This design comes from an exercise in tuning for small area on the open sky130 flow, not from production work.
Function was checked by simulation only, so behaviour that the tests miss may differ from the original.

## foc_top
module foc_top #(
    parameter              INIT_CYCLES  = 4000,      
    parameter logic        ANGLE_INV    = 1'b0,
    parameter logic [ 7:0] POLE_PAIR    = 8'd14,
    parameter logic [ 8:0] MAX_AMP      = 9'd384,
    parameter logic [ 8:0] SAMPLE_DELAY = 9'd120,
    parameter logic [23:0] Kp           = 24'd5169,
    parameter logic [23:0] Ki           = 24'd3
) (
    input  wire               rstn,
    input  wire               clk,
    input  wire        [11:0] phi,
    output wire               sn_adc,
    input  wire               en_adc,
    input  wire        [11:0] adc_a, adc_b, adc_c,
    output wire               pwm_en,
    output wire               pwm_a,
    output wire               pwm_b,
    output wire               pwm_c,
    output wire               en_idq,
    output wire signed [15:0] id,
    output wire signed [15:0] iq,
    input  wire signed [15:0] id_aim,
    input  wire signed [15:0] iq_aim,
    output reg                init_done
);
Settings: LEC_CHECK=0, ABC_AREA=1, CAP_MARGIN=20, CELL_PAD_IN_SITES_DETAIL_PLACEMENT=1, CELL_PAD_IN_SITES_GLOBAL_PLACEMENT=1, CORE_MARGIN=2, CORE_UTILIZATION=25, CTS_BUF_LIST=sky130_fd_sc_hd__clkbuf_8, GPL_TIMING_DRIVEN=0, PLACE_DENSITY=0.4, SLEW_MARGIN=20, SYNTH_MEMORY_MAX_BITS=131072; clock period 16.0 ns.
standard.sh (not shown) runs the stock make flow with config.mk's settings and CLKGATE_MAP_FILE= SYNTH_SCRIPT=/design/flow/synth_recipe.tcl, a recipe that flattens the netlist after the stock synthesis.
==> flow/flow/run.sh <==
#!/bin/bash
# Layout: the standard ORFS flow (standard.sh), plus one netlist pass between synthesis
# and floorplan: flow/polarity.py lets full adders work on complemented values where that
# saves inverters (a full adder is self-dual), and drops the synthesis buffers (the
# placement repair adds the buffers the layout needs). Registers are not touched.
set -euo pipefail
R=orfs/results/${FLOW_PLATFORM}/foc_top/base
bash standard.sh synth > synth.log 2>&1
cp "$R/1_2_yosys.v" 1_2_yosys.standard.v
python3 flow/polarity.py 1_2_yosys.standard.v "$R/1_2_yosys.v" --buffers > polarity.log 2>&1
touch "$R/1_2_yosys.v"
bash standard.sh > layout.log 2>&1
Other scripts of this flow, unchanged in this note and not shown: flow/flow/polarity.py
Change:
--- a/flow/config.mk
+++ b/flow/config.mk
@@ -13,5 +13,4 @@
 export CORE_UTILIZATION = 25
 export CTS_BUF_LIST = sky130_fd_sc_hd__clkbuf_8
-export GPL_TIMING_DRIVEN = 0
 export PLACE_DENSITY = 0.4
 export SLEW_MARGIN = 20
After rerunning:
- maximum frequency came out higher by about 1.3%
- clock skew climbs by 0.0073 ns
- non-clock buffer count came out higher by 117

========
Starting RTL as in the previous note.
clock: 16.0 ns
lec_check: 0
abc_area: 1
cap_margin: 20
cell_pad_in_sites_detail_placement: 1
cell_pad_in_sites_global_placement: 1
core_margin: 2
core_utilization: 25
place_density: 0.4
slew_margin: 20
synth_memory_max_bits: 131072
==> flow/flow/run.sh <==
#!/bin/bash
# Layout: the standard ORFS flow (standard.sh), plus two netlist passes between synthesis
# and floorplan. flow/polarity.py lets full adders work on complemented values where that
# saves inverters (a full adder is self-dual) and drops the synthesis buffers (placement
# repair adds the buffers the layout needs); flow/resyn.sh then re-maps the remaining
# combinational cells with ABC for area. Registers, full and half adders are not touched.
set -euo pipefail
R=orfs/results/${FLOW_PLATFORM}/foc_top/base
LIB=${FLOW_HOME}/platforms/sky130hd/lib/sky130_fd_sc_hd__tt_025C_1v80.lib
bash standard.sh synth > synth.log 2>&1
cp "$R/1_2_yosys.v" 1_2_yosys.standard.v
python3 flow/polarity.py 1_2_yosys.standard.v 1_2_yosys.polarity.v --buffers > polarity.log 2>&1
bash flow/resyn.sh 1_2_yosys.polarity.v "$R/1_2_yosys.v" "$LIB" > resyn.log 2>&1
touch "$R/1_2_yosys.v"
bash standard.sh > layout.log 2>&1
Other scripts of this flow, unchanged in this note and not shown: flow/flow/polarity.py, flow/flow/resyn.sh
The first run completed without violations.
Rerun with:
Settings changed: CTS_BUF_LIST set to sky130_fd_sc_hd__clkbuf_8.
Clock-buffer cell count came out higher by 38; critical path depth is unchanged; routed wire length hardly moves; worst setup slack gains 15 ps; maximum frequency barely changes; cell count came out higher slightly; first-iteration DRC count came out lower by a few percent; via count came out higher slightly.

re-timing with driven ports:
No port has a modelled driver above. Below, the same layouts with a new extraction and two added sets of constraints. Step 1: set_driving_cell puts a clkbuf_16 on clk and a buf_2 on each other input, an assumption about the parent block. Step 2 times the ports against the registers' clock, not the clock port: input delays grow and output delays shrink by t, the midpoint of the rising clock arrivals with the driver on. a / b / c = no drivers / after step 1 / after step 2; a / b = the first two.
run	t (ns)	setup slack, ns	latest minus earliest clock arrival (ns)	worst register clock-pin slew, ns	cell pins on the clock port's net
the first run of note 1	1.020	0.524 / 0.524 / 0.524	0.097 / 0.097	0.07 / 0.07	1
the second run of note 1	1.012	0.723 / 0.723 / 0.723	0.094 / 0.094	0.07 / 0.07	1
the first run of note 2	0.939	0.723 / 0.723 / 0.723	0.079 / 0.078	0.07 / 0.07	1
the second run of note 2	1.035	0.739 / 0.739 / 0.739	0.080 / 0.080	0.07 / 0.07	1
After both steps every run listed still meets setup and hold.
